Context: an optimization exercise on an open-source flow, tuned for small area. The choices shown serve that exercise and are no tape-out recipe.
The RTL was checked by simulation tests, not by an equivalence proof against the original design.
Power is estimated from default activity; no workload was simulated.

### flow/flow/run.sh
#!/bin/bash
# Own layout flow: the standard synthesis, then the combinational logic is
# re-mapped with a stronger ABC script (every flip-flop of the standard synthesis
# is kept, with its name and cell; 24 seeds are tried and the smallest result is
# used), then the standard flow from floorplan to the final layout, with small
# port buffers and a clock tree of small buffers without dummy loads.
set -euo pipefail
W=$PWD
P=${FLOW_PLATFORM:-sky130hd}
LIB=$FLOW_HOME/platforms/$P/lib/sky130_fd_sc_hd__tt_025C_1v80.lib
R=$W/orfs/results/$P/Car_Simulator_Top/base
L=$W/orfs/logs/$P/Car_Simulator_Top/base
T=200

# 1. standard synthesis
bash standard.sh synth > $W/log_1_standard_synth.log 2>&1
cp $R/1_2_yosys.v $W/synth_standard.v

# 2. combinational cell models from the liberty file
yosys -q -l $W/log_2_cells.log -p "read_liberty -ignore_miss_func $LIB; write_verilog -noattr $W/allcells.v" > /dev/null 2>&1
python3 $W/flow/comb_cells.py $W/allcells.v $W/comb_cells.v > $W/log_3_comb_cells.log 2>&1

# 3. re-map with 24 seeds, four at a time (same don't-use cells as the standard synthesis)
DU=$(grep -o "abc -script.*" $L/1_2_yosys.log | head -1 | grep -o -- "-dont_use [^ ]*" | tr '\n' ' ' || true)
remap() {
  local S=$1
  sed -e "s|{T}|$T|" -e "s|{SEED}|$S|" $W/flow/area.abc > $W/area_$S.abc
  sed -e "s|{LIB}|$LIB|g" -e "s|{IN}|$W/synth_standard.v|" -e "s|{TOP}|$FLOW_TOP|" \
      -e "s|{CELLS}|$W/comb_cells.v|" -e "s|{ABC}|$W/area_$S.abc|" -e "s|{DONTUSE}|$DU|" \
      -e "s|{STAT}|$W/synth_remap_stat_$S.txt|" -e "s|{OUT}|$W/synth_remap_$S.v|" $W/flow/remap.ys > $W/remap_$S.ys
  yosys -l $W/log_4_remap_$S.log -s $W/remap_$S.ys > /dev/null 2>&1 || rm -f $W/synth_remap_$S.v
}
for S in 1 2 3 4; do remap $S & done
wait
for S in 5 6 7 8; do remap $S & done
wait
for S in 9 10 11 12; do remap $S & done
wait
for S in 13 14 15 16; do remap $S & done
wait
for S in 17 18 19 20; do remap $S & done
wait
for S in 21 22 23 24; do remap $S & done
wait
BEST=""; BESTA=""
for S in $(seq 1 24); do
  if [[ -s $W/synth_remap_$S.v ]]; then
    A=$(grep "Chip area" $W/synth_remap_stat_$S.txt | awk '{print $NF}')
    echo "seed $S: $A" >> $W/log_5_choice.log
    if [[ -z "$BEST" ]] || python3 -c "import sys; sys.exit(0 if $A < $BESTA else 1)"; then BEST=$S; BESTA=$A; fi
  fi
done
if [[ -n "$BEST" ]]; then
  echo "using seed $BEST ($BESTA)" >> $W/log_5_choice.log
  cp $W/synth_remap_$BEST.v $W/synth_remap.v
  cp $W/synth_remap.v $R/1_2_yosys.v
  rm -f $R/1_synth.odb $R/1_synth.sdc
else
  echo "no re-mapped netlist; keeping the standard synthesis" >> $W/log_5_choice.log
fi

# 4. standard flow from the (re-mapped) netlist
export BUFFER_PORTS_ARGS="-buffer_cell sky130_fd_sc_hd__buf_1"
export CTS_ARGS="-sink_clustering_enable -repair_clock_nets -dont_use_dummy_load -buf_list sky130_fd_sc_hd__clkbuf_4 -sink_clustering_size 9 -sink_clustering_max_diameter 40"
bash standard.sh finish > $W/log_6_standard_flow.log 2>&1
### flow/flow/area.abc
strash
&get -n
&deepsyn -T {T} -S {SEED}
&put
&get -n
&dch -f
&nf -a -R 1000
&put
strash
&get -n
&dch -f
&nf -a -R 1000
&put
strash
&get -n
&dch -f
&nf -a -R 1000
&put
topo
### flow/flow/comb_cells.py
# Keep only the combinational cell models from a Verilog dump of the liberty file.
import re, sys
src = open(sys.argv[1]).read()
mods = re.findall(r'(module\s+(\S+?)\s*\(.*?endmodule)', src, re.S)
keep = [body for body, name in mods
        if not re.search(r'\breg\b|always|\$_DFF|\$_DLATCH|\$dff|\$dlatch|\$_SR', body)]
open(sys.argv[2], 'w').write('\n'.join(keep) + '\n')
print(len(keep), 'combinational cell models of', len(mods))
### flow/flow/remap.ys
# Re-map the combinational logic of the standard synthesis; flip-flops are kept as they are.
read_liberty -lib {LIB}
read_verilog {IN}
hierarchy -top {TOP}
techmap -map {CELLS}
techmap
opt -fast -purge
abc -script {ABC} -liberty {LIB} {DONTUSE}
opt_clean -purge
setundef -zero
hilomap -singleton -hicell sky130_fd_sc_hd__conb_1 HI -locell sky130_fd_sc_hd__conb_1 LO
splitnets
opt_clean -purge
insbuf -buf sky130_fd_sc_hd__buf_1 A X
rename -hide w:*.*
opt_clean -purge
check -assert
tee -o {STAT} stat -liberty {LIB}
write_verilog -noattr -nohex -nodec {OUT}
### flow/standard.sh
#!/bin/bash
# synth_recipe.tcl (not shown) runs the flow's synth.tcl, then flattens the netlist and writes it again
# the make line also repeats each setting of config.mk as NAME=value (left out here)
make -C /OpenROAD-flow-scripts/flow DESIGN_CONFIG=/design/flow/config.mk WORK_HOME=/design/flow/orfs CLKGATE_MAP_FILE= SYNTH_SCRIPT=/design/flow/synth_recipe.tcl "${@:-finish}"
### flow/config.mk
export PLATFORM = sky130hd
export DESIGN_NAME = Car_Simulator_Top
export DESIGN_NICKNAME = Car_Simulator_Top
export VERILOG_FILES = /design/flow/design.v
export SDC_FILE = /design/flow/constraint.sdc
export NUM_CORES = 4
export LEC_CHECK = 0
export ABC_AREA = 1
export CAP_MARGIN = 20
export CORE_MARGIN = 2
export CORE_UTILIZATION = 65
export SLEW_MARGIN = 20
### flow/constraint.sdc
create_clock -name core_clock -period 125.0 [get_ports {CLK}]
set_input_delay 25.0000 -clock core_clock [delete_from_list [all_inputs] [get_ports {CLK}]]
set_output_delay 25.0000 -clock core_clock [all_outputs]
set_load 0.01 [all_outputs]
### flow/design.v
module Car_Simulator_Top (
    input CLK,
    input RST,  
    input KEY_1, KEY_2, KEY_3, KEY_4, KEY_5, KEY_6,
    input KEY_7, KEY_8, KEY_9, KEY_STAR, KEY_0, KEY_SHARP,
    input [7:0] DIP_SW,
    output SPI_SCK, SPI_AD, SPI_DIN, input SPI_DOUT,
    output [7:0] SEG_DATA, SEG_COM,
    output PIEZO,
    output [7:0] LED,
    output LCD_RS, LCD_RW, LCD_E, output [7:0] LCD_DATA,
    output [7:0] SEG_1_DATA,
    output SERVO_PWM,
    output [3:0] FC_RED, output [3:0] FC_GREEN, output [3:0] FC_BLUE,
    output [3:0] STEP_MOTOR
);
    function [23:0] add;         
        input [23:0] a, b;
        input ci;
        integer i;
        reg c;
        begin
            c = ci;
            for (i = 0; i < 24; i = i + 1) begin
                add[i] = a[i] ^ b[i] ^ c;
                c = (a[i] & b[i]) | (a[i] & c) | (b[i] & c);
            end
        end
    endfunction
    function ge;                 
        input [23:0] a, b;
        integer i;
        reg c;
        begin
            c = 1'b1;
            for (i = 0; i < 24; i = i + 1)
                c = (a[i] & ~b[i]) | (a[i] & c) | (~b[i] & c);
            ge = c;
        end
    endfunction
    function [15:0] l16; input [15:0] s; l16 = {s[14:0], ~(s[15] ^ s[14] ^ s[12] ^ s[3])}; endfunction
    function [13:0] l14; input [13:0] s; l14 = {s[12:0], ~(s[13] ^ s[4] ^ s[2] ^ s[0])}; endfunction
    function [10:0] l11; input [10:0] s; l11 = {s[9:0], ~(s[10] ^ s[8])}; endfunction
    function [7:0]  l8;  input [7:0] s;  l8  = {s[6:0], ~(s[7] ^ s[5] ^ s[4] ^ s[3])}; endfunction
    function [6:0]  l7;  input [6:0] s;  l7  = {s[5:0], ~(s[6] ^ s[5])}; endfunction
    reg  [7:0] speed;
    reg  [1:0] gear;             
    wire gP = (gear == 2'd0);
    wire gR = (gear == 2'd1);
    wire gN = (gear == 2'd2);
    wire gD = (gear == 2'd3);
    wire spd0 = (speed == 8'd0);
    wire rst = RST | (KEY_8 & spd0 & gP & KEY_STAR & DIP_SW[7]);
    reg jr;                      
    always @(posedge CLK) jr <= rst;
    reg [7:0] c250;
    reg [1:0] c4;
    always @(posedge CLK) begin
        if (rst) begin c250 <= 0; c4 <= 0; end
        else if (c250 == 8'd249) begin c250 <= 0; c4 <= c4 + 1'b1; end
        else c250 <= add(c250, 0, 1'b1);
    end
    wire c0       = (c250 == 8'd0) & ~jr;
    wire tick_1s  = c0;
    wire tick_spd = c0 | (c250 == 8'd125);
    wire tick_scn = c0 | (c250 == 8'd50) | (c250 == 8'd100) | (c250 == 8'd150) | (c250 == 8'd200);
    reg [3:0] pwm;               
    always @(posedge CLK) begin
        if (rst || pwm == 4'd9) pwm <= 0;
        else pwm <= pwm + 1'b1;
    end
    reg [2:0] p;
    always @(posedge CLK) begin
        if (rst || p == 3'd5) p <= 0;
        else p <= p + 1'b1;
    end
    wire sck_rise = (p == 3'd3);
    wire sck_fall = (p == 3'd0) & ~jr;
    reg [4:0] bcnt;              
    wire      spi_t = ~bcnt[4] | (bcnt[3:0] == 4'd0);               
    reg       ch, prv;
    reg [7:0] sr;
    reg [7:0] accel_raw;
    reg       cds_new;           
    wire spi_done = (bcnt == 5'd17) & (p == 3'd4);
    always @(posedge CLK) begin
        if (spi_t & sck_rise & (bcnt >= 5'd4) & (bcnt <= 5'd11))
            sr <= {sr[6:0], SPI_DOUT};
    end
    always @(posedge CLK) begin
        if (rst) begin
            bcnt <= 5'd18; ch <= 0; prv <= 0; accel_raw <= 0; cds_new <= 0;
        end else begin
            cds_new <= spi_done & ~prv;
            if (!spi_t) begin
                if (spi_done) begin
                    if (prv) accel_raw <= sr;
                    prv <= ch;
                    ch <= ~ch;
                end
                if (sck_fall) bcnt <= 0;
            end else if (sck_rise) begin
                bcnt <= bcnt + 1'b1;
            end
        end
    end
    assign SPI_SCK = p[2] | (p[1] & p[0]);
    assign SPI_AD  = ~spi_t;
    assign SPI_DIN = (bcnt == 5'd1) | (bcnt == 5'd7) | (bcnt == 5'd8) | (bcnt == 5'd11) |
                     (bcnt == 5'd12) | ((bcnt == 5'd6) & ch);
    reg [3:0] Ft, Fo;            
    reg [1:0] fop;               
    wire Ft_nz = (Ft != 4'd0);
    wire F_ge8 = Ft_nz | (Fo[3] & 1'b1);                        
    wire fuel_nz = (fop == 2'd0) ? (Ft_nz | (Fo != 4'd0)) :
                   (fop == 2'd1) ? (Ft_nz | (Fo[3:1] != 3'd0)) :
                   (fop == 2'd2) ? (Ft_nz | (Fo == 4'd9)) : 1'b0;
    wire [7:0] accel = fuel_nz ? accel_raw : 8'd0;
    wire accel_active = ge(accel, 11);
    wire [7:0] eff = ge(accel, 6) ? add(accel, ~18'd5, 1'b1) : 8'd0;
    reg [1:0] pst;               
    reg prev_key_0;
    wire engine_on = (pst == 2'd2);
    wire is_off = (pst == 2'd0);
    always @(posedge CLK) begin
        if (rst) begin
            pst <= 0; prev_key_0 <= 0;
        end else if (tick_spd) begin
            prev_key_0 <= KEY_0;
            if (engine_on && !fuel_nz) pst <= 2'd1;
            if (KEY_0 && !prev_key_0) begin
                case (pst)
                    2'd0: begin
                        if (KEY_STAR && gP) pst <= fuel_nz ? 2'd2 : 2'd1;
                        else pst <= 2'd1;
                    end
                    2'd1: begin
                        if (KEY_STAR && gP) begin
                            if (fuel_nz) pst <= 2'd2;
                        end else pst <= 2'd0;
                    end
                    2'd2: if (spd0) pst <= 2'd0;
                    default: ;
                endcase
            end
        end
    end
    reg [1:0] mgl;               
    reg prev_key_6, prev_key_sharp;
    always @(posedge CLK) begin
        if (rst) begin
            gear <= 2'd0; mgl <= 2'd3; prev_key_6 <= 0; prev_key_sharp <= 0;
        end else begin
            prev_key_6 <= KEY_6;
            prev_key_sharp <= KEY_SHARP;
            if (KEY_3 && spd0) gear <= 2'd0;
            else if (KEY_9) gear <= 2'd2;
            else if (DIP_SW[5]) begin
                if (KEY_6 && !prev_key_6) begin
                    if (mgl != 2'd3) mgl <= mgl + 1'b1;
                end else if (KEY_SHARP && !prev_key_sharp) begin
                    if (mgl[1]) mgl <= mgl - 1'b1;
                end
            end else begin
                if (KEY_6) begin
                    if (spd0) gear <= 2'd1;
                end else if (KEY_SHARP) begin
                    if (spd0) gear <= 2'd3;
                end
            end
        end
    end
    reg [1:0] jit;
    reg [7:0] smooth;
    wire eff_ge_sm = ge(eff, smooth);
    wire sm_ge_eff = ge(smooth, eff);
    always @(posedge CLK) begin
        if (rst) begin
            jit <= 0; smooth <= 0;
        end else if (tick_spd) begin
            jit <= jit + 1'b1;
            if (!sm_ge_eff) smooth <= eff;
            else if (!eff_ge_sm) begin
                if (smooth[7:3] != 5'd0) smooth <= {smooth[7:3] - 1'b1, smooth[2:0]};
                else smooth <= eff;
            end
        end
    end
    reg [13:0] rpm;
    reg ess_trig;
    reg [4:0] decel;
    reg [2:0] gear_num;
    wire side = DIP_SW[6];
    wire low_mode = DIP_SW[5];
    wire [7:0] power = (engine_on && gD) ? eff :
                       (engine_on && gR) ? {1'b0, eff[7:1]} : 8'd0;
    wire s_ge180 = ge(speed, 180);
    wire [9:0] radd = s_ge180 ? (side ? 10'd315 : 10'd105) : (side ? 10'd215 : 10'd5);
    wire [9:0] resist = add(speed, radd, 1'b0);
    wire pw_ge = ge(power, resist);
    wire rs_ge = ge(resist, power);
    wire pw_gt = ~rs_ge;
    wire pw_lt = ~pw_ge;
    wire can_up = ~ge(speed, 250) & ~ge(rpm, 7900);
    wire s_gt150 = ge(speed, 151);
    wire s_gt80  = ge(speed, 81);
    reg [4:0] dthr;              
    always @(*) begin
        case (gear_num)
            3'd6: dthr = ge(speed, 170) ? 5'd2 : ge(speed, 140) ? 5'd5 : 5'd20;
            3'd5: dthr = ge(speed, 120) ? 5'd8 : 5'd15;
            3'd4: dthr = 5'd10;
            3'd3: dthr = 5'd6;
            3'd2: dthr = 5'd3;
            3'd1: dthr = 5'd1;
            default: dthr = 5'd0;
        endcase
    end
    wire dec_ok = ge(decel, dthr);
    reg [7:0] sdel;
    reg szero, supd;
    always @(*) begin
        sdel = 8'd0; szero = 1'b0; supd = 1'b0;
        if (KEY_7) begin
            supd = 1'b1;
            if (s_gt150) sdel = 8'hfe;
            else if (s_gt80) sdel = 8'hfc;
            else if (ge(speed, 8)) sdel = 8'hf8;
            else szero = 1'b1;
        end else if (KEY_STAR) begin
            supd = 1'b1;
            if (s_gt150) sdel = 8'hff;
            else if (s_gt80) sdel = 8'hfe;
            else if (ge(speed, 3)) sdel = 8'hfd;
            else szero = 1'b1;
        end else if (pw_gt) begin
            if (gR && ge(speed, 50)) begin
            end else if (low_mode && gD && mgl == 2'd1 && ge(speed, 35)) begin
                if (speed != 8'd35) begin supd = 1'b1; sdel = 8'hff; end
            end else if (low_mode && gD && mgl == 2'd2 && ge(speed, 65)) begin
                if (speed != 8'd65) begin supd = 1'b1; sdel = 8'hff; end
            end else if (low_mode && gD && mgl == 2'd3 && ge(speed, 95)) begin
                if (speed != 8'd95) begin supd = 1'b1; sdel = 8'hff; end
            end else if (can_up) begin
                supd = 1'b1; sdel = 8'h01;
            end
        end else if (pw_lt) begin
            if (side) begin
                if (!spd0 && ge(decel, 2)) begin supd = 1'b1; sdel = 8'hff; end
            end else begin
                if (!spd0 && dec_ok) begin supd = 1'b1; sdel = 8'hff; end
            end
        end
    end
    wire [7:0] spd_next = szero ? 8'd0 : add(speed, sdel, 1'b0);
    always @(posedge CLK) begin
        if (rst) begin
            speed <= 0; ess_trig <= 0; decel <= 0; gear_num <= 3'd1;
        end else if (tick_spd) begin
            if (supd) speed <= spd_next;
            if (KEY_7) begin
                ess_trig <= ge(speed, 51);
            end else if (KEY_STAR) begin
                ess_trig <= 0;
            end else begin
                ess_trig <= 0;
                if (pw_gt) begin
                    decel <= 0;
                end else if (pw_lt) begin
                    if (side) begin
                        if (!spd0) begin
                            if (ge(decel, 2)) decel <= 0;
                            else decel <= decel + 1'b1;
                        end
                    end else begin
                        if (!spd0 && dec_ok) decel <= 0;
                        else decel <= decel + 1'b1;
                    end
                end else begin
                    decel <= 0;
                end
                if (gD) begin
                    if (eff == 8'd0) begin
                        if (!ge(speed, 20)) gear_num <= 3'd1;
                        else if (!ge(speed, 31)) gear_num <= 3'd2;
                        else if (!ge(speed, 50)) gear_num <= 3'd3;
                        else if (!ge(speed, 71)) gear_num <= 3'd4;
                        else if (!ge(speed, 105)) gear_num <= 3'd5;
                        else gear_num <= 3'd6;
                    end else begin
                        case (gear_num)
                            3'd1: if (ge(speed, 25)) gear_num <= 3'd2;
                            3'd2: begin
                                if (!ge(speed, 20)) gear_num <= 3'd1;
                                else if (ge(speed, 36)) gear_num <= 3'd3;
                            end
                            3'd3: begin
                                if (!ge(speed, 31)) gear_num <= 3'd2;
                                else if (ge(speed, 55)) gear_num <= 3'd4;
                            end
                            3'd4: begin
                                if (!ge(speed, 50)) gear_num <= 3'd3;
                                else if (ge(speed, 76)) gear_num <= 3'd5;
                            end
                            3'd5: begin
                                if (!ge(speed, 71)) gear_num <= 3'd4;
                                else if (ge(speed, 110)) gear_num <= 3'd6;
                            end
                            3'd6: if (!ge(speed, 105)) gear_num <= 3'd5;
                            default: gear_num <= 3'd1;
                        endcase
                    end
                    if (low_mode && gear_num > {1'b0, mgl}) gear_num <= {1'b0, mgl};
                end else begin
                    gear_num <= 3'd1;
                end
            end
        end
    end
    wire [9:0] s3 = add({speed, 1'b0}, speed, 1'b0);
    reg [12:0] bx, by;
    always @(*) begin
        case (gear_num)
            3'd1: begin bx = {s3, 4'b0}; by = {speed, 1'b0}; end      
            3'd2: begin bx = {s3, 3'b0}; by = {s3, 1'b0}; end         
            3'd3: begin bx = {speed, 4'b0}; by = {speed, 2'b0}; end   
            3'd4: begin bx = {s3, 2'b0}; by = s3; end                 
            3'd5: begin bx = {s3, 2'b0}; by = 13'd0; end              
            3'd6: begin bx = {s3, 1'b0}; by = s3; end                 
            default: begin bx = 13'd400; by = 13'd0; end
        endcase
    end
    wire [12:0] bh = add(bx, by, 1'b0);
    wire [12:0] bh2 = (~ge(bh, 400) | ge(bh, 5001)) ? 13'd400 : bh;
    wire [12:0] hsum = add(bh2, smooth, jit[1]);
    wire [11:0] pn = ge(accel, 160) ? 12'd4000 : add(12'd800, add({accel, 4'b0}, {accel, 2'b0}, 1'b0), 1'b0);
    always @(*) begin
        if (!engine_on) rpm = 14'd0;
        else if (gP || gN) rpm = {pn[11:2], jit};
        else if (ge(hsum, 4001) || (hsum == 13'd4000 && jit[0])) rpm = 14'd8000;
        else rpm = {hsum, jit[0]};
    end
    function [3:0] a3;           
        input [3:0] d;
        begin
            a3[3] = d[3] | (d[2] & (d[1] | d[0]));
            a3[2] = (d[2] & ~d[1] & ~d[0]) | (d[3] & d[0]);
            a3[1] = (d[1] & ~d[2] & ~d[3]) | (d[2] & d[1] & d[0]) | (d[3] & ~d[0]);
            a3[0] = (d[0] & ~d[2] & ~d[3]) | (d[2] & d[1] & ~d[0]) | (d[3] & ~d[0]);
        end
    endfunction
    function [15:0] bcd13;
        input [12:0] v;
        integer i;
        reg [15:0] b;
        begin
            b = 0;
            for (i = 12; i >= 0; i = i - 1) begin
                b[3:0] = a3(b[3:0]);
                b[7:4] = a3(b[7:4]);
                b[11:8] = a3(b[11:8]);
                b[15:12] = a3(b[15:12]);
                b = {b[14:0], v[i]};
            end
            bcd13 = b;
        end
    endfunction
    function [11:0] bcd8;
        input [7:0] v;
        integer i;
        reg [11:0] b;
        begin
            b = 0;
            for (i = 7; i >= 0; i = i - 1) begin
                b[3:0] = a3(b[3:0]);
                b[7:4] = a3(b[7:4]);
                b[11:8] = a3(b[11:8]);
                b = {b[10:0], v[i]};
            end
            bcd8 = b;
        end
    endfunction
    wire [15:0] rpm_bcd = bcd13(rpm[12:0]);
    wire [6:0] rpm_div100 = add(add({rpm_bcd[15:12], 3'b0}, {rpm_bcd[15:12], 1'b0}, 1'b0), rpm_bcd[11:8], 1'b0);
    reg [12:0] fuel_acc;
    reg [7:0]  temp;
    reg [4:0]  temp_acc;
    reg [15:0] dist_acc;         
    reg        odo_p;            
    wire rpm_gt3500 = ge(rpm, 3501);
    reg tact, tup, tclr;
    reg [4:0] tthr;
    always @(*) begin
        tact = 1'b0; tup = 1'b0; tclr = 1'b0; tthr = 5'd20;
        if (engine_on && rpm_gt3500) begin
            tact = ~ge(temp, 130); tup = 1'b1; tthr = 5'd3;
        end else if (engine_on) begin
            if (!ge(temp, 90)) begin tact = 1'b1; tup = 1'b1; tthr = 5'd10; end
            else if (temp != 8'd90) begin tact = 1'b1; tthr = 5'd15; end
            else tclr = 1'b1;
        end else begin
            tact = ge(temp, 26);
        end
    end
    reg dsub;
    wire dact = engine_on & ~spd0;
    reg [15:0] dop;
    reg dstep;
    always @(*) begin
        dstep = dact;
        case (c250)
            8'd246: dop = dsub ? 16'hec78 : {1'b0, speed, 7'b0};     
            8'd247: begin dop = {speed, 3'b0}; dstep = dact & ~dsub; end
            8'd248: begin dop = {speed, 1'b0}; dstep = dact & ~dsub; end
            8'd249: begin dop = {8'b0, speed}; dstep = dact & ~dsub; end
            default: begin dop = 16'd0; dstep = 1'b0; end
        endcase
    end
    always @(posedge CLK) begin
        if (rst) begin
            dist_acc <= 0; dsub <= 0;
        end else begin
            if (c250 == 8'd245) dsub <= ge(dist_acc, 5000);
            if (dstep) dist_acc <= add(dist_acc, dop, 1'b0);
        end
    end
    always @(posedge CLK) begin
        if (rst) begin
            Ft <= 4'd10; Fo <= 4'd0; fop <= 0; fuel_acc <= 0; temp <= 8'd25; temp_acc <= 0; odo_p <= 0;
        end else begin
            if (fop == 2'd3) begin Ft <= 0; Fo <= 0; end
            else if (fop == 2'd1) begin                                  
                if (Fo == 4'd0) begin Ft <= Ft - 1'b1; Fo <= 4'd9; end
                else Fo <= Fo - 1'b1;
            end else if (fop == 2'd2) begin                              
                if (Fo[3]) Fo <= {3'b0, Fo[0]};
                else begin Ft <= Ft - 1'b1; Fo <= Fo + 4'd2; end
            end
            fop <= 0;
            odo_p <= 0;
            if (tick_1s) begin
                odo_p <= dact & dsub;
                if (KEY_8) begin
                    fop <= F_ge8 ? 2'd2 : 2'd3;
                end else if (engine_on) begin
                    if (ge(fuel_acc, 5000)) begin
                        if (Ft_nz | (Fo != 4'd0)) fop <= 2'd1;
                        fuel_acc <= 0;
                    end else
                        fuel_acc <= add(add(fuel_acc, eff, 1'b0), add(rpm_div100, 18'd10, 1'b0), 1'b0);
                end
                if (tact) begin
                    if (ge(temp_acc, tthr)) begin
                        temp <= add(temp, tup ? 8'h01 : 8'hff, 1'b0);
                        temp_acc <= 0;
                    end else temp_acc <= add(temp_acc, 0, 1'b1);
                end else if (tclr) temp_acc <= 0;
            end
        end
    end
    reg [19:0] odo;
    reg [15:0] odo_w;
    function [3:0] dinc;
        input [3:0] d;
        dinc = (d == 4'd9) ? 4'd0 : add(d, 0, 1'b1);
    endfunction
    wire [4:0] o9 = {odo[19:16] == 4'd9, odo[15:12] == 4'd9, odo[11:8] == 4'd9,
                     odo[7:4] == 4'd9, odo[3:0] == 4'd9};
    always @(posedge CLK) begin
        if (rst) begin
            odo <= 0; odo_w <= 0;
        end else if (odo_p) begin
            if (odo_w == 16'h5fee && odo == 20'h67295) begin      
                odo <= 0; odo_w <= 0;
            end else begin
                odo[3:0] <= dinc(odo[3:0]);
                if (o9[0]) odo[7:4] <= dinc(odo[7:4]);
                if (&o9[1:0]) odo[11:8] <= dinc(odo[11:8]);
                if (&o9[2:0]) odo[15:12] <= dinc(odo[15:12]);
                if (&o9[3:0]) odo[19:16] <= dinc(odo[19:16]);
                if (&o9) odo_w <= l16(odo_w);
            end
        end
    end
    reg ess_active;
    reg [1:0] ess_timer;
    always @(posedge CLK) begin
        if (rst) begin
            ess_active <= 0; ess_timer <= 0;
        end else if (ess_trig) begin
            ess_active <= 1; ess_timer <= 2'd3;
        end else if (ess_active) begin
            if (accel_active) begin ess_active <= 0; ess_timer <= 0; end
            else if (ess_timer == 0) ess_active <= 0;
            else if (tick_1s) ess_timer <= ess_timer - 1'b1;
        end
    end
    reg [15:0] blink;
    reg blink_on;
    always @(posedge CLK) begin
        if (rst || blink == 16'h290f) begin
            blink <= 0; blink_on <= 1;
        end else begin
            blink <= l16(blink);
            if (blink == 16'h5801) blink_on <= 0;
        end
    end
    wire led_l = (DIP_SW[0] | DIP_SW[2] | ess_active) & blink_on;
    wire led_r = (DIP_SW[1] | DIP_SW[2] | ess_active) & blink_on;
    reg is_dark;
    always @(posedge CLK) begin
        if (rst) is_dark <= 0;
        else if (jr) is_dark <= 1;
        else if (cds_new) begin
            if (~ge(sr, 150)) is_dark <= 1;
            else if (ge(sr, 161)) is_dark <= 0;
        end
    end
    wire head_on = DIP_SW[3] | is_dark;
    wire high_on = head_on & DIP_SW[4];
    wire brake = KEY_7 | KEY_STAR;
    wire pwm70 = ~ge(pwm, 7);
    wire pwm30 = ~ge(pwm, 3);
    wire tail_outer = brake | (head_on & pwm30);
    wire tail_inner = gR ? pwm70 : tail_outer;
    wire [7:0] led_port = {led_l, led_l, tail_outer, tail_inner, tail_inner, tail_outer, led_r, led_r};
    assign LED = engine_on ? led_port : ((led_port & 8'b11000011) | (brake ? 8'b00111100 : 8'b0));
    wire [3:0] fc = engine_on ? {head_on, head_on, high_on, high_on} : 4'd0;
    assign FC_RED = fc;
    assign FC_GREEN = fc;
    assign FC_BLUE = fc;
    reg [10:0] st_cnt;           
    reg st_g900;                 
    reg st_tick;
    reg [7:0] pos;               
    reg [3:0] step_out;
    wire st_wrap = is_off ? (st_cnt == 11'h293) : st_g900;
    always @(posedge CLK) begin
        if (rst) begin
            st_cnt <= 0; st_g900 <= 0; st_tick <= 0;
        end else if (st_wrap) begin
            st_cnt <= 0; st_g900 <= 0; st_tick <= 1;
        end else begin
            st_cnt <= l11(st_cnt); st_tick <= 0;
            if (st_cnt == 11'h69f) st_g900 <= 1;
        end
    end
    wire pos_neg = pos[7];
    wire pos_zero = (pos == 8'd0);
    reg pdn, pmv;
    always @(*) begin
        pdn = 1'b0; pmv = 1'b0;
        if (KEY_4 && !KEY_5) begin pdn = 1'b1; pmv = (pos != 8'hb5); end          
        else if (KEY_5 && !KEY_4) pmv = (pos != 8'd75);                           
        else if (KEY_2) begin pdn = ~pos_neg; pmv = ~pos_zero; end
    end
    wire [3:0] step_dec = {pos[2:0] == 3'd0 || pos[2:0] == 3'd1 || pos[2:0] == 3'd7,
                           pos[2:0] == 3'd1 || pos[2:0] == 3'd2 || pos[2:0] == 3'd3,
                           pos[2:0] == 3'd3 || pos[2:0] == 3'd4 || pos[2:0] == 3'd5,
                           pos[2:0] == 3'd5 || pos[2:0] == 3'd6 || pos[2:0] == 3'd7};
    always @(posedge CLK) begin
        if (rst) begin
            pos <= 0; step_out <= 0;
        end else if (st_tick) begin
            if (pmv) pos <= add(pos, pdn ? 8'hff : 8'h01, 1'b0);
            step_out <= step_dec;
        end
    end
    assign STEP_MOTOR = step_out;
    wire [9:0] sp5 = add({speed, 2'b0}, speed, 1'b0);
    wire [15:0] sp133 = add({speed, 7'b0}, sp5, 1'b0);
    wire [7:0] pw_raw = add(sp133[15:8], 18'd25, 1'b0);
    wire [7:0] pw = ge(pw_raw, 126) ? 8'd125 : pw_raw;
    reg servo;
    always @(posedge CLK) begin
        if (rst) servo <= 0;
        else servo <= (c4 == 2'd0) & ~ge(c250, pw);
    end
    assign SERVO_PWM = servo;
    reg [2:0] scan_idx;
    wire disp_rst = rst | is_off;
    always @(posedge CLK) begin
        if (disp_rst) scan_idx <= 0;
        else if (tick_scn) scan_idx <= scan_idx + 1'b1;
    end
    wire [7:0] rval = DIP_SW[7] ? temp : (engine_on ? speed : 8'd0);
    wire [11:0] r_bcd = bcd8(rval);
    function [7:0] enc;
        input [3:0] d;
        begin
            enc = (d == 4'h0) ? 8'b0011_1111 : (d == 4'h1) ? 8'b0000_0110 :
                  (d == 4'h2) ? 8'b0101_1011 : (d == 4'h3) ? 8'b0100_1111 :
                  (d == 4'h4) ? 8'b0110_0110 : (d == 4'h5) ? 8'b0110_1101 :
                  (d == 4'h6) ? 8'b0111_1101 : (d == 4'h7) ? 8'b0000_0111 :
                  (d == 4'h8) ? 8'b0111_1111 : (d == 4'h9) ? 8'b0110_1111 : 8'b0000_0000;
        end
    endfunction
    reg [3:0] digit;
    reg blank;
    always @(*) begin
        blank = 1'b0;
        case (scan_idx)
            3'd0: digit = r_bcd[3:0];
            3'd1: begin digit = r_bcd[7:4]; blank = (r_bcd[11:4] == 8'd0); end
            3'd2: begin digit = r_bcd[11:8]; blank = (r_bcd[11:8] == 4'd0); end
            3'd3: begin digit = 4'd0; blank = 1'b1; end
            3'd4: digit = rpm_bcd[3:0];
            3'd5: begin digit = rpm_bcd[7:4]; blank = (rpm_bcd[15:4] == 12'd0); end
            3'd6: begin digit = rpm_bcd[11:8]; blank = (rpm_bcd[15:8] == 8'd0); end
            default: begin digit = rpm_bcd[15:12]; blank = (rpm_bcd[15:12] == 4'd0); end
        endcase
    end
    assign SEG_DATA = (disp_rst | blank) ? 8'h00 : enc(digit);
    assign SEG_COM = disp_rst ? 8'hFF : ~(8'd1 << scan_idx);
    wire [2:0] dnum = (DIP_SW[7] && gD) ? gear_num : (gD && low_mode) ? {1'b0, mgl} : 3'd0;
    wire [7:0] seg1 = disp_rst ? 8'h00 :
                      (dnum == 3'd1) ? 8'b0110_0000 : (dnum == 3'd2) ? 8'b1101_1010 :
                      (dnum == 3'd3) ? 8'b1111_0010 : (dnum == 3'd4) ? 8'b0110_0110 :
                      (dnum == 3'd5) ? 8'b1011_0110 : (dnum == 3'd6) ? 8'b0011_1110 :
                      (DIP_SW[7] && gD) ? 8'h00 :
                      gP ? 8'hCE : gR ? 8'h0A : gN ? 8'h2A : 8'h7A;
    assign SEG_1_DATA = seg1;
    reg prev_eng, prev_off;
    reg emsg, kmsg;
    reg [2:0] eph, kph;
    reg [5:0] ecnt, kcnt;
    wire estart = engine_on & ~prev_eng;
    wire kstart = ~is_off & prev_off;
    wire c1 = (c250 == 8'd1);
    wire c126 = (c250 == 8'd126);
    wire ematch = (c4 == eph[2:1]) & (eph[0] ? c126 : c1);
    wire kmatch = (c4 == kph[2:1]) & (kph[0] ? c126 : c1);
    function [5:0] l6; input [5:0] s; l6 = {s[4:0], ~(s[5] ^ s[4])}; endfunction
    always @(posedge CLK) begin
        if (estart) begin eph <= {c4, c126}; ecnt <= 0; end
        else if (ematch) ecnt <= l6(ecnt);
        if (kstart) begin kph <= {c4, c126}; kcnt <= 0; end
        else if (kmatch) kcnt <= l6(kcnt);
    end
    always @(posedge CLK) begin
        if (rst) begin
            prev_eng <= 0; emsg <= 0; prev_off <= 1; kmsg <= 0;
        end else begin
            prev_eng <= engine_on;
            if (!engine_on) emsg <= 0;
            else if (!prev_eng) emsg <= 1;
            else if (ematch && ecnt == 6'h09) emsg <= 0;             
            prev_off <= is_off;
            if (is_off) kmsg <= 0;
            else if (prev_off) kmsg <= 1;
            else if (kmatch && kcnt == 6'h09) kmsg <= 0;
        end
    end
    reg emsg_l, kmsg_l, side_l;
    always @(posedge CLK) begin
        emsg_l <= emsg; kmsg_l <= kmsg; side_l <= side;
    end
    wire off_l = prev_off;
    wire [11:0] f_bcd = {3'b0, Ft == 4'd10, (Ft == 4'd10) ? 4'd0 : Ft, Fo};
    reg [3:0] cidx;
    localparam [127:0] L_ENG  = "   ENGINE ON!   ";
    localparam [127:0] L_KEY  = "    KEY ON      ";
    localparam [127:0] L_ODO  = "ODO: 00000 km   ";
    localparam [127:0] L_SIDE = "   SIDE ON!     ";
    localparam [127:0] L_FUEL = " FUEL:  00 %    ";
    wire [127:0] odo_line = {L_ODO[127:88], 4'h3, odo[19:16], 4'h3, odo[15:12], 4'h3, odo[11:8],
                             4'h3, odo[7:4], 4'h3, odo[3:0], L_ODO[47:0]};
    wire [7:0] warn = (Ft[3:1] != 3'd0 || (Ft == 4'd1 && ge(Fo, 5))) ? " " : "!";
    wire [127:0] fuel_line = {L_FUEL[127:72], f_bcd[8] ? "1" : " ", 4'h3, f_bcd[7:4], 4'h3, f_bcd[3:0],
                              L_FUEL[47:24], warn, warn, L_FUEL[7:0]};
    wire [127:0] line1 = off_l ? {16{8'h20}} : emsg_l ? L_ENG : kmsg_l ? L_KEY : odo_line;
    wire [127:0] line2 = (off_l || emsg_l || kmsg_l) ? {16{8'h20}} : side_l ? L_SIDE : fuel_line;
    wire [7:0] ch1 = line1[8 * (15 - cidx) +: 8];
    wire [7:0] ch2 = line2[8 * (15 - cidx) +: 8];
    localparam [3:0] S_POW = 0, S_I1 = 1, S_I2 = 2, S_I3 = 3, S_FS = 4, S_DOFF = 5, S_CLR = 6,
                     S_ENT = 7, S_DON = 8, S_IDLE = 9, S_L1C = 10, S_L1W = 11, S_L2C = 12,
                     S_L2W = 13, S_IDLE2 = 14;
    reg [3:0] lst;
    reg [10:0] lcnt;             
    reg lcd_e, lcd_rs;
    reg [7:0] lcd_data;
    wire [10:0] lend = (lst == S_POW) ? 11'h3a7 :                                   
                       (lst == S_I1) ? 11'h77c :                                    
                       (lst == S_I2) ? 11'h3fe :                                    
                       (lst == S_CLR || lst == S_ENT) ? 11'h438 :                   
                       (lst == S_IDLE || lst == S_L1C) ? 11'h027 :                  
                       (lst == S_L1W || lst == S_L2C || lst == S_L2W || lst == S_IDLE2) ? 11'h1fc :  
                       11'h01f;                                                     
    always @(posedge CLK) begin
        if (rst || (prev_off && !is_off)) begin
            lst <= S_POW; lcnt <= 0; cidx <= 0; lcd_e <= 0; lcd_rs <= 0; lcd_data <= 0;
        end else if (lcnt != lend) begin
            lcnt <= l11(lcnt);
            if (lst != S_POW && lcnt == 11'h01f) lcd_e <= 1;           
            else if (lcnt == 11'h7cf) lcd_e <= 0;                      
        end else begin
            lcnt <= 0;
            case (lst)
                S_POW: lst <= S_I1;
                S_I1: begin lcd_rs <= 0; lcd_data <= 8'h30; lst <= S_I2; end
                S_I2: begin lcd_rs <= 0; lcd_data <= 8'h30; lst <= S_I3; end
                S_I3: begin lcd_rs <= 0; lcd_data <= 8'h30; lst <= S_FS; end
                S_FS: begin lcd_rs <= 0; lcd_data <= 8'h38; lst <= S_DOFF; end
                S_DOFF: begin lcd_rs <= 0; lcd_data <= 8'h08; lst <= S_CLR; end
                S_CLR: begin lcd_rs <= 0; lcd_data <= 8'h01; lst <= S_ENT; end
                S_ENT: begin lcd_rs <= 0; lcd_data <= 8'h06; lst <= S_DON; end
                S_DON: begin lcd_rs <= 0; lcd_data <= 8'h0C; lst <= S_IDLE; end
                S_IDLE, S_IDLE2: lst <= S_L1C;
                S_L1C: begin lcd_rs <= 0; lcd_data <= 8'h80; cidx <= 0; lst <= S_L1W; end
                S_L1W: begin
                    lcd_rs <= 1; lcd_data <= ch1;
                    if (cidx != 4'd15) cidx <= cidx + 1'b1; else lst <= S_L2C;
                end
                S_L2C: begin lcd_rs <= 0; lcd_data <= 8'hC0; cidx <= 0; lst <= S_L2W; end
                S_L2W: begin
                    lcd_rs <= 1; lcd_data <= ch2;
                    if (cidx != 4'd15) cidx <= cidx + 1'b1; else lst <= S_IDLE2;
                end
                default: ;
            endcase
        end
    end
    assign LCD_RS = lcd_rs;
    assign LCD_RW = 1'b0;
    assign LCD_E = lcd_e;
    assign LCD_DATA = lcd_data;
    wire rev_on = gR & engine_on;
    reg [5:0] ni;
    reg nw;
    wire [5:0] note_idx = nw ? ((ni == 6'd45) ? 6'd0 : ni + 1'b1) : ni;
    reg [13:0] note_tmr;         
    reg rev_act;
    function in_set;             
        input [5:0] n;
        input [63:0] set;
        in_set = set[n];
    endfunction
    wire [6:0] note_tab =
        in_set(ni, 64'h0000000015000015) ? 7'd38 :                  
        in_set(ni, 64'h000000000a00000a) ? 7'd40 :                  
        in_set(ni, 64'h000008c02008c020) ? 7'd51 :                  
        in_set(ni, 64'h0000000040000040) ? 7'd43 :                  
        in_set(ni, 64'h0000040080300080) ? 7'd48 :                  
        in_set(ni, 64'h0000302300002300) ? 7'd57 :                  
        in_set(ni, 64'h0000000800000800) ? 7'd96 :                  
        in_set(ni, 64'h0000021000821000) ? 7'd76 :                  
        in_set(ni, 64'h0000000000040000) ? 7'd60 : 7'd0;            
    wire note_end = (note_tmr == 14'h14fa);
    always @(posedge CLK) begin
        if (rst || !rev_on) begin
            ni <= 0; nw <= 0; note_tmr <= 0; rev_act <= 0;
        end else begin
            rev_act <= 1;
            ni <= note_idx;
            nw <= note_end;
            note_tmr <= note_end ? 14'd0 : l14(note_tmr);
        end
    end
    wire [6:0] tone_p = note_tab;
    reg [7:0] rev_cnt;
    reg rev_wave;
    always @(posedge CLK) begin
        if (rst || !(rev_act && tone_p != 0)) begin
            rev_wave <= 0; rev_cnt <= 0;
        end else begin
            if (ge(rev_cnt, {tone_p, 1'b0})) rev_cnt <= 0; else rev_cnt <= add(rev_cnt, 0, 1'b1);
            rev_wave <= ~ge(rev_cnt, tone_p[6:2]);
        end
    end
    wire turn_sig = led_l | led_r;
    reg prev_turn;
    reg [7:0] click_cnt;         
    reg click_run, click_act, is_tick;
    wire click_load = (turn_sig != prev_turn) & ~click_run;
    always @(posedge CLK) click_cnt <= click_load ? 8'd0 : l8(click_cnt);
    always @(posedge CLK) begin
        if (rst) begin
            prev_turn <= 0; click_run <= 0; click_act <= 0; is_tick <= 0;
        end else begin
            prev_turn <= turn_sig;
            if (turn_sig != prev_turn) is_tick <= turn_sig;
            if (click_load) click_run <= 1;
            else if (click_cnt == 8'h67) click_run <= 0;                 
            click_act <= click_run;
        end
    end
    reg [5:0] ctone_cnt;
    reg click_wave;
    always @(posedge CLK) begin
        if (rst || !click_act) begin
            click_wave <= 0; ctone_cnt <= 0;
        end else begin
            if (ge(ctone_cnt, is_tick ? 6'd26 : 6'd32)) ctone_cnt <= 0; else ctone_cnt <= ctone_cnt + 1'b1;
            click_wave <= ~ge(ctone_cnt, is_tick ? 6'd3 : 6'd4);
        end
    end
    reg [6:0] horn_cnt;          
    reg horn_wave;
    always @(posedge CLK) begin
        if (rst || !KEY_1) begin
            horn_wave <= 0; horn_cnt <= 0;
        end else begin
            horn_cnt <= (horn_cnt == 7'h20) ? 7'd0 : l7(horn_cnt);
            horn_wave <= (horn_cnt == 7'd0) | (horn_wave & (horn_cnt != 7'h06));
        end
    end
    reg [9:0] eng_cnt;
    reg [8:0] eng_per;
    reg eng_wave;
    wire [8:0] q20 = add(add({rpm_div100, 2'b0}, rpm_div100, 1'b0), rpm_bcd[7:5], 1'b0);
    wire [4:0] r20 = rpm_bcd[4] ? 5'd10 : 5'd0;
    wire [5:0] rsum = add(add(r20, rpm_bcd[3:0], 1'b0), rpm[12:10], 1'b0);
    wire corr = ge(rsum, 20);
    always @(posedge CLK) begin
        if (rst) begin
            eng_wave <= 0; eng_cnt <= 0; eng_per <= 0;
        end else if (engine_on) begin
            eng_per <= add(9'd400, ~q20, ~corr);
            if (ge(eng_cnt, {eng_per, 1'b0})) eng_cnt <= 0; else eng_cnt <= add(eng_cnt, 0, 1'b1);
            eng_wave <= ~ge(eng_cnt, eng_per[8:4]);
        end else begin
            eng_wave <= 0; eng_cnt <= 0;
        end
    end
    assign PIEZO = KEY_1 ? horn_wave :
                   click_act ? click_wave :
                   rev_act ? rev_wave :
                   engine_on ? eng_wave : 1'b0;
endmodule
==> run summary <==
placed cells by master (no fill, tap or decap), types with 31 or more instances in the layout:
master,count
buf_1,83
clkbuf_4,53
o21ai_0,199
and3_1,53
a22oi_1,31
dfxtp_1,336
nor2_1,359
nor2b_1,47
or2_0,35
xor2_1,65
nand3_1,76
nand2_1,339
xnor2_1,113
and2_0,84
a21oi_1,217
a22o_1,60
clkinv_1,65
a31oi_1,31
nand2b_1,59
nor3_1,105
nor4_1,31
cell type report:
| type | count | area, um2 |
|---|---|---|
| multi-input combinational | 2256 | 12900 |
| timing repair buffer | 107 | 492 |
| fill | 2668 | 9050 |
| clock buffer | 53 | 398 |
| inverter | 66 | 248 |
| tap | 396 | 495 |
| antenna | 1 | 2.50 |
| sequential | 350 | 7150 |
worst min path at each step:
| stage | startpoint | to | slack [ns] | depth (start not counted) |
|---|---|---|---|---|
| 3_5_place_dp | emsg | emsg_l | 0.34 | 0 |
| 2_1_floorplan | emsg | emsg_l | 0.33 | 0 |
| 5_1_grt | kmsg | kmsg_l | 0.37 | 0 |
| 3_3_place_gp | kmsg | kmsg_l | 0.34 | 0 |
| 6_report | emsg | emsg_l | 0.37 | 0 |
| 4_1_cts | emsg | emsg_l | 0.36 | 0 |
routing by layer:
layer / up-vias / part of all wire / track usage
met3: 194 / 0.088 / 0.0542
met4: 0 / 0.037 / 0.130
met1: 9642 / 0.42 / 0.445
met5: - / 0 / 0
met2: 1015 / 0.46 / 0.565
li1: 10054 / - / -
flip-flops by register name, summed over array words and instances (netlist names), 10 cells and up:
signal,flops
eng_cnt,10
st_cnt,11
lcnt,11
note_tmr,14
dist_acc,16
odo,20
blink,16
fuel_acc,13
odo_w,16
critical path, stage by stage:
cell      delay, ns
buf_1          0.08
buf_4          0.31
mux2_1         0.43
nor2b_1        0.25
nor2b_1        0.33
nor2_1         0.10
o22ai_1        0.39
xnor2_1        0.17
nand2_1        0.09
o21ai_0        0.45
xor2_1         0.27
nor2_1         0.07
a31o_1         0.21
xor2_1         0.15
nand2_1        0.11
nand2b_1       0.08
o21ai_0        0.24
a32o_1         0.37
or2_0          0.22
o21bai_1       0.09
a21oi_1        0.16
nor2b_1        0.14
buf_1          0.15
power by group through the flow:
stage / Combinational, mW / Sequential [mW] / Clock (mW)
4_1_cts: 0.0793 / 0.125 / 0.0576
5_1_grt: 0.0893 / 0.126 / 0.0618
3_3_place_gp: 0.0769 / 0.127 / 0
6_report: 0.0817 / 0.125 / 0.0564
3_5_place_dp: 0.0789 / 0.128 / 0
2_1_floorplan: 0.0579 / 0.127 / 0
per-stage QoR:
stage / hold slack [ns] / cell area [um2] / total power [mW] / std cells
finish: 0.369 / 21700 / 0.264 / 3229
global route: 0.373 / 21700 / 0.277 / 3229
CTS: 0.363 / 21700 / 0.262 / 3228
detailed placement: 0.343 / 21300 / 0.207 / 3175
global placement: 0.337 / 21300 / 0.204 / 3175
floorplan: 0.331 / 20500 / 0.185 / 2716
==> run summary <==
status=complete, no violations; die area=32900 um2; P_int=165 uW; Initial DRT Pass Iterations=6; Resized cells post-CTS=0; DR iter-0 viols=2438; share of cells above drive strength 1=0.0282; CP arrival=29.87 ns; CTS Hold Bufs=0; global-route wire length before repair=93200 um; R2R Setup Slk=104.54 ns; worst slew pin tran=1.06 ns; Worst setup SP type=input port; Peak Freq=0.0182 GHz; R2R cell count=88; number of global-route vias before repair=18939; Remaining Overflow, GRT=0; WP data required=100.00 ns; leakage power=7.69 nW; routed wire length=57800 um; drt drc=0; PwrDens=12.1 nW/um2; Post-Syn Area=20400 um2; pre-CTS WS=70.28 ns; area grow syn2layout=6.11%; Final WS setup=70.13 ns; Ports=87; Rows=64; Die Y=181 um; Synthesis Warnings=1; headroom to the max-slew limit=0.281; clock latency on the worst-skew pair=0.78 ns; Tot GR Track Use=0.340; FF-to-FF End=fuel_acc[11]; Seq pwr share=0.476; antenna violations before repair=1; Setup Buffers After CTS=0; CP Capture Type=output pin; CTS root buffer=clkbuf_4; H-tree depth=2; type of the worst min-delay path=flop to flop; synthesized instance count=2714; Pins Over Slew Limit=0; Die W=181 um; crit path time final=54.87 ns; largest net degree at the start of global routing=62; final core utilization=0.706; IO buf count=83; final worst-path cycle share=0.439; Routed Antenna Nets=0; MaxCap Viol Count=0; FF-to-FF Start=gear_num[2]; setup_tns=0 ns; vias per inst=6.47; DR WL/cell=17.9 um; switching share of power=0.372; vias post-DR=20905; Initial Utilization=0.665; endpoints failing setup=0; clock slew at reported path FFs=0.10 ns; Gate power share=0.310; clock share of power=0.214; Hold Fails Final Rpt=0; Detailed Place HPWL=42500 um; GPL Wtd Cong=1.05; RSZ-0062 raised after global routing=false; clock sinks=350; WS Path Type=input port to output pin; Critical Path Sink=SEG_DATA[3]; Core ar.=30700 um2; CTS Buffer Depth=3; Peak supply drop=0.00935 mV; Layout Skew=0.107 ns; switching pwr=98.1 uW; Syn Area/Cell=7.53 um2; CTS tree=done; clock buffer count from CTS=53; crit path from=DIP_SW[7]; Max FO, Critical Path=27; Final nets=2857

-- afterwards: timing with drivers on the ports --
In the flow no input, the clock included, has a driving cell. The finished layout below was timed again as built, in two steps.
Step 1 (the two cells are an assumption about what drives the block):
set clk [get_ports {CLK}]
set_driving_cell -lib_cell sky130_fd_sc_hd__clkbuf_16 $clk
set_driving_cell -lib_cell sky130_fd_sc_hd__buf_2 [delete_from_list [all_inputs] $clk]
Step 2 times the ports against the registers' clock, not the clock port: input delays grow and output delays shrink by t, the midpoint of the rising clock arrivals with the driver on.
a / b / c = no drivers / after step 1 / after step 2; a / b = the first two.
t, ns: 0.770
slack for setup (ns): 70.128 / 70.103 / 70.103
worst data-port slew with drivers (ns): 0.06
After both steps this run still meets setup and hold. The setup slack of this run moves by -0.025 ns with the drivers and by -0.025 ns with both steps.
